Context: an optimization exercise on an open-source flow, tuned for small area. The choices shown serve that exercise and are no tape-out recipe.
Only simulation tests tie the RTL to the original design; equivalence was not proved.
Power is estimated from default activity; no workload was simulated.

Design uart_copro_top, start of the top module:
module uart_copro_top(
    input  clk,
    input  reset,
    input  rx,
    output tx,
    input  [1:0] mode
);
For scale: roughly 690 cells after synthesis, roughly 440 flip-flops, about 6 I/O pins, about 0.010 mm2 of cells after synthesis.
clock: 10.0 ns
lec_check: 0
cap_margin: 20
core_margin: 2
core_utilization: 75
cts_buf_list: sky130_fd_sc_hd__clkbuf_8
cts_cluster_diameter: 60
cts_cluster_size: 19
slew_margin: 20
standard.sh (not shown) runs the stock make flow with config.mk's settings and CLKGATE_MAP_FILE= SYNTH_SCRIPT=/design/flow/synth_recipe.tcl, a recipe that flattens the netlist after the stock synthesis.
==> flow/flow/run.sh <==
#!/bin/bash
# Standard layout, except that synthesis maps the logic with an area-oriented
# ABC script (flow/area.abc) instead of ORFS's speed script.  Everything else
# in synthesis is the standard flow's own script (synth_recipe.tcl), so the registers are
# the standard synthesis's.  The ports are buffered as in the standard flow,
# with the smallest buffer cell.
set -euo pipefail
HERE=$(pwd)
{
  cat <<TCL
proc abc {args} {
  set i [lsearch -exact \$args -script]
  if {\$i >= 0} { lset args [expr {\$i + 1}] $HERE/flow/area.abc }
  yosys abc {*}\$args
}
TCL
  cat synth_recipe.tcl
} > area_synth.tcl
bash standard.sh SYNTH_SCRIPT=$HERE/area_synth.tcl "BUFFER_PORTS_ARGS=-buffer_cell sky130_fd_sc_hd__buf_1" finish > standard.log 2>&1
==> flow/flow/area.abc <==
strash
ifraig
scorr
dc2
strash
dch -f
amap -m
Next try:
==> flow/run.sh (new file) <==
#!/bin/bash
# synth_recipe.tcl (not shown) runs the flow's synth.tcl, then flattens the netlist and writes it again
# the make line also repeats each setting of config.mk as NAME=value (left out here)
make -C /OpenROAD-flow-scripts/flow DESIGN_CONFIG=/design/flow/config.mk WORK_HOME=/design/flow/orfs CLKGATE_MAP_FILE= SYNTH_SCRIPT=/design/flow/synth_recipe.tcl finish
--- a/flow/config.mk
+++ b/flow/config.mk
@@ -9,6 +9,6 @@
 export CORE_MARGIN = 2
-export CORE_UTILIZATION = 75
+export CORE_UTILIZATION = 65
 export CTS_BUF_LIST = sky130_fd_sc_hd__clkbuf_8
 export CTS_CLUSTER_DIAMETER = 60
-export CTS_CLUSTER_SIZE = 19
+export CTS_CLUSTER_SIZE = 16
 export SLEW_MARGIN = 20
removed: flow/flow/run.sh
removed: flow/flow/area.abc
removed: flow/standard.sh
After rerunning:
- utilization is lower by 11 points
- clock-buffer cell count is higher by 4
- design area is higher by 2.5%
- via count is lower by about 11%
- synthesized cell count is lower by 3.3%
Next try:
==> flow/flow/run.sh (new file) <==
#!/bin/bash
# Standard layout, except that synthesis maps the logic with an area-oriented
# ABC script (flow/area.abc) instead of ORFS's speed script.  Everything else
# in synthesis is the standard flow's own script (synth_recipe.tcl), so the registers are
# the standard synthesis's.  The ports are buffered as in the standard flow,
# with the smallest buffer cell.
set -euo pipefail
HERE=$(pwd)
{
  cat <<TCL
proc abc {args} {
  set i [lsearch -exact \$args -script]
  if {\$i >= 0} { lset args [expr {\$i + 1}] $HERE/flow/area.abc }
  yosys abc {*}\$args
}
TCL
  cat synth_recipe.tcl
} > area_synth.tcl
bash standard.sh SYNTH_SCRIPT=$HERE/area_synth.tcl "BUFFER_PORTS_ARGS=-buffer_cell sky130_fd_sc_hd__buf_1" finish > standard.log 2>&1
==> flow/flow/area.abc (new file) <==
strash
ifraig
scorr
dc2
strash
dch -f
amap -m
==> flow/standard.sh (new file) <==
#!/bin/bash
# synth_recipe.tcl (not shown) runs the flow's synth.tcl, then flattens the netlist and writes it again
# the make line also repeats each setting of config.mk as NAME=value (left out here)
make -C /OpenROAD-flow-scripts/flow DESIGN_CONFIG=/design/flow/config.mk WORK_HOME=/design/flow/orfs CLKGATE_MAP_FILE= SYNTH_SCRIPT=/design/flow/synth_recipe.tcl "${@:-finish}"
--- a/flow/config.mk
+++ b/flow/config.mk
@@ -12,3 +12,3 @@
 export CTS_CLUSTER_DIAMETER = 60
-export CTS_CLUSTER_SIZE = 16
+export CTS_CLUSTER_SIZE = 19
 export SLEW_MARGIN = 20
removed: flow/run.sh
The changed run completed without violations.
Routed wire length is higher by 1.9%.
Global-route usage rose by 0.22 points.
Count of clock-buffer cells in the layout fell by 3.
Register-to-register slack gets worse by 0.76 ns.
Total power decreases by 0.94%.
Next try:
--- a/flow/config.mk
+++ b/flow/config.mk
@@ -12,3 +12,3 @@
 export CTS_CLUSTER_DIAMETER = 60
-export CTS_CLUSTER_SIZE = 19
+export CTS_CLUSTER_SIZE = 20
 export SLEW_MARGIN = 20
The new run produced a clean layout. Global-route usage rose by 0.15 points. Final area is about the same. Power rose by 0.84%. Hold slack loses 0.013 ns. Non-clock buffer count does not change. Via count is about the same. Synthesized area is unchanged. Wire length rose by 1.7%. Die area stays the same. Clock power rose by 2.9%. Sequential power hardly moves.
Next try:
--- a/flow/config.mk
+++ b/flow/config.mk
@@ -11,4 +11,4 @@
 export CTS_BUF_LIST = sky130_fd_sc_hd__clkbuf_8
-export CTS_CLUSTER_DIAMETER = 60
-export CTS_CLUSTER_SIZE = 20
+export CTS_CLUSTER_DIAMETER = 90
+export CTS_CLUSTER_SIZE = 19
 export SLEW_MARGIN = 20
Final area barely changes.
Clock power falls by 3.2%.
Power is lower by 0.96%.
Final cell count hardly moves.
Clock skew hardly moves.
Routed wire length drops by 0.42%.
Core utilization drops by 0.16 points.
Non-clock buffer count is unchanged.
Flip-flop and latch count stays the same.
Area after synthesis stays the same.
Global-route usage barely changes.

---

Another version of the RTL of uart_copro_top (not shown whole).
Size in the first run: ~670 cells after synthesis, roughly 440 flip-flops, ~10,000 um2 of cells after synthesis.
clock: 10.0 ns
lec_check: 0
cap_margin: 20
core_margin: 2
core_utilization: 65
cts_buf_list: sky130_fd_sc_hd__clkbuf_8
cts_cluster_diameter: 60
cts_cluster_size: 16
slew_margin: 20
run.sh (not shown) runs the stock make flow with config.mk's settings and CLKGATE_MAP_FILE= SYNTH_SCRIPT=/design/flow/synth_recipe.tcl, a recipe that flattens the netlist after the stock synthesis.
Stock flow here: none of the scripts above is used.
The baseline completed without violations.
Then changed:
==> flow/flow/run.sh (new file) <==
#!/bin/bash
# Standard layout, except that synthesis maps the logic with an area-oriented
# ABC script (flow/area.abc) instead of ORFS's speed script.  Everything else
# in synthesis is the standard flow's own script (synth_recipe.tcl), so the registers are
# the standard synthesis's.  The ports are buffered as in the standard flow,
# with the smallest buffer cell.
set -euo pipefail
HERE=$(pwd)
{
  cat <<TCL
proc abc {args} {
  set i [lsearch -exact \$args -script]
  if {\$i >= 0} { lset args [expr {\$i + 1}] $HERE/flow/area.abc }
  yosys abc {*}\$args
}
TCL
  cat synth_recipe.tcl
} > area_synth.tcl
bash standard.sh SYNTH_SCRIPT=$HERE/area_synth.tcl "BUFFER_PORTS_ARGS=-buffer_cell sky130_fd_sc_hd__buf_1" finish > standard.log 2>&1
==> flow/flow/area.abc (new file) <==
strash
ifraig
scorr
dc2
strash
dch -f
amap -m
==> flow/standard.sh (new file) <==
#!/bin/bash
# synth_recipe.tcl (not shown) runs the flow's synth.tcl, then flattens the netlist and writes it again
# the make line also repeats each setting of config.mk as NAME=value (left out here)
make -C /OpenROAD-flow-scripts/flow DESIGN_CONFIG=/design/flow/config.mk WORK_HOME=/design/flow/orfs CLKGATE_MAP_FILE= SYNTH_SCRIPT=/design/flow/synth_recipe.tcl "${@:-finish}"
Settings changed: CTS_CLUSTER_SIZE 16 to 18.
removed: flow/run.sh
After rerunning: Die area drops slightly; total power stays flat; wire length climbs by a few percent; cell area drops slightly; synthesized cell count climbs by a few percent; synthesized area drops slightly.
Then changed:
--- a/flow/flow/run.sh
+++ b/flow/flow/run.sh
@@ -4,4 +4,3 @@
 # in synthesis is the standard flow's own script (synth_recipe.tcl), so the registers are
-# the standard synthesis's.  The ports are buffered as in the standard flow,
-# with the smallest buffer cell.
+# the standard synthesis's.
 set -euo pipefail
@@ -18,2 +17,2 @@
 } > area_synth.tcl
-bash standard.sh SYNTH_SCRIPT=$HERE/area_synth.tcl "BUFFER_PORTS_ARGS=-buffer_cell sky130_fd_sc_hd__buf_1" finish > standard.log 2>&1
+bash standard.sh SYNTH_SCRIPT=$HERE/area_synth.tcl finish > standard.log 2>&1
Result: First-iteration DRC count drops by a quarter to a third. Clock-buffer cell count does not change. Design area barely changes. Global-route usage drops by 0.25 points.
Then changed:
--- a/flow/flow/run.sh
+++ b/flow/flow/run.sh
@@ -4,3 +4,4 @@
 # in synthesis is the standard flow's own script (synth_recipe.tcl), so the registers are
-# the standard synthesis's.
+# the standard synthesis's.  The ports are buffered as in the standard flow,
+# with the smallest buffer cell.
 set -euo pipefail
@@ -17,2 +18,2 @@
 } > area_synth.tcl
-bash standard.sh SYNTH_SCRIPT=$HERE/area_synth.tcl finish > standard.log 2>&1
+bash standard.sh SYNTH_SCRIPT=$HERE/area_synth.tcl "BUFFER_PORTS_ARGS=-buffer_cell sky130_fd_sc_hd__buf_1" finish > standard.log 2>&1
Settings changed: CTS_CLUSTER_SIZE 18 to 19.
Outcome: Routed wire length goes up by 0.36%; final area goes down by 0.51%; first-iteration DRC count goes up by 40%; area after synthesis stays the same; global-route usage goes up by 0.32 points; total power goes down by 1.2%; non-clock buffer count goes up by 1; hold slack improved by 0.0057 ns; sequential share of layout area goes up by 0.42 points; worst setup slack improved by 0.41 ns; clock-buffer cell count goes down by 1.

-- port drivers added, routing unchanged --
Ports are ideal in the flow. The routed layouts listed here were re-timed in OpenROAD. Step 1 sets driving cells, clkbuf_16 on the clock port and buf_2 on the other inputs (assumed; they add their load-dependent delay and slew). Step 2, shift: input delay + t, output delay - t, t = (earliest + latest rising clock arrival at the registers) / 2. This alone moves slack from input paths to output paths. Slacks: no drivers / after step 1 / after step 2; pairs: no drivers / after step 1.
run | t, ns | setup WS [ns] | worst slew at a driven data input, ns
the first run of note 1 | 0.608 | 5.674 / 5.643 / 6.251 | 0.03
the second run of note 1 | 0.613 | 5.349 / 5.310 / 5.923 | 0.05
the third run of note 1 | 0.597 | 5.713 / 5.677 / 6.274 | 0.03
the fourth run of note 1 | 0.592 | 5.711 / 5.677 / 6.269 | 0.03
the fifth run of note 1 | 0.599 | 5.706 / 5.670 / 6.269 | 0.03
the first run of note 2 | 0.605 | 5.331 / 5.294 / 5.898 | 0.04
the second run of note 2 | 0.601 | 5.904 / 5.866 / 6.466 | 0.03
the third run of note 2 | 0.591 | 5.483 / 5.446 / 6.037 | 0.03
the fourth run of note 2 | 0.601 | 5.895 / 5.857 / 6.458 | 0.03
After both steps every run listed still meets setup and hold.
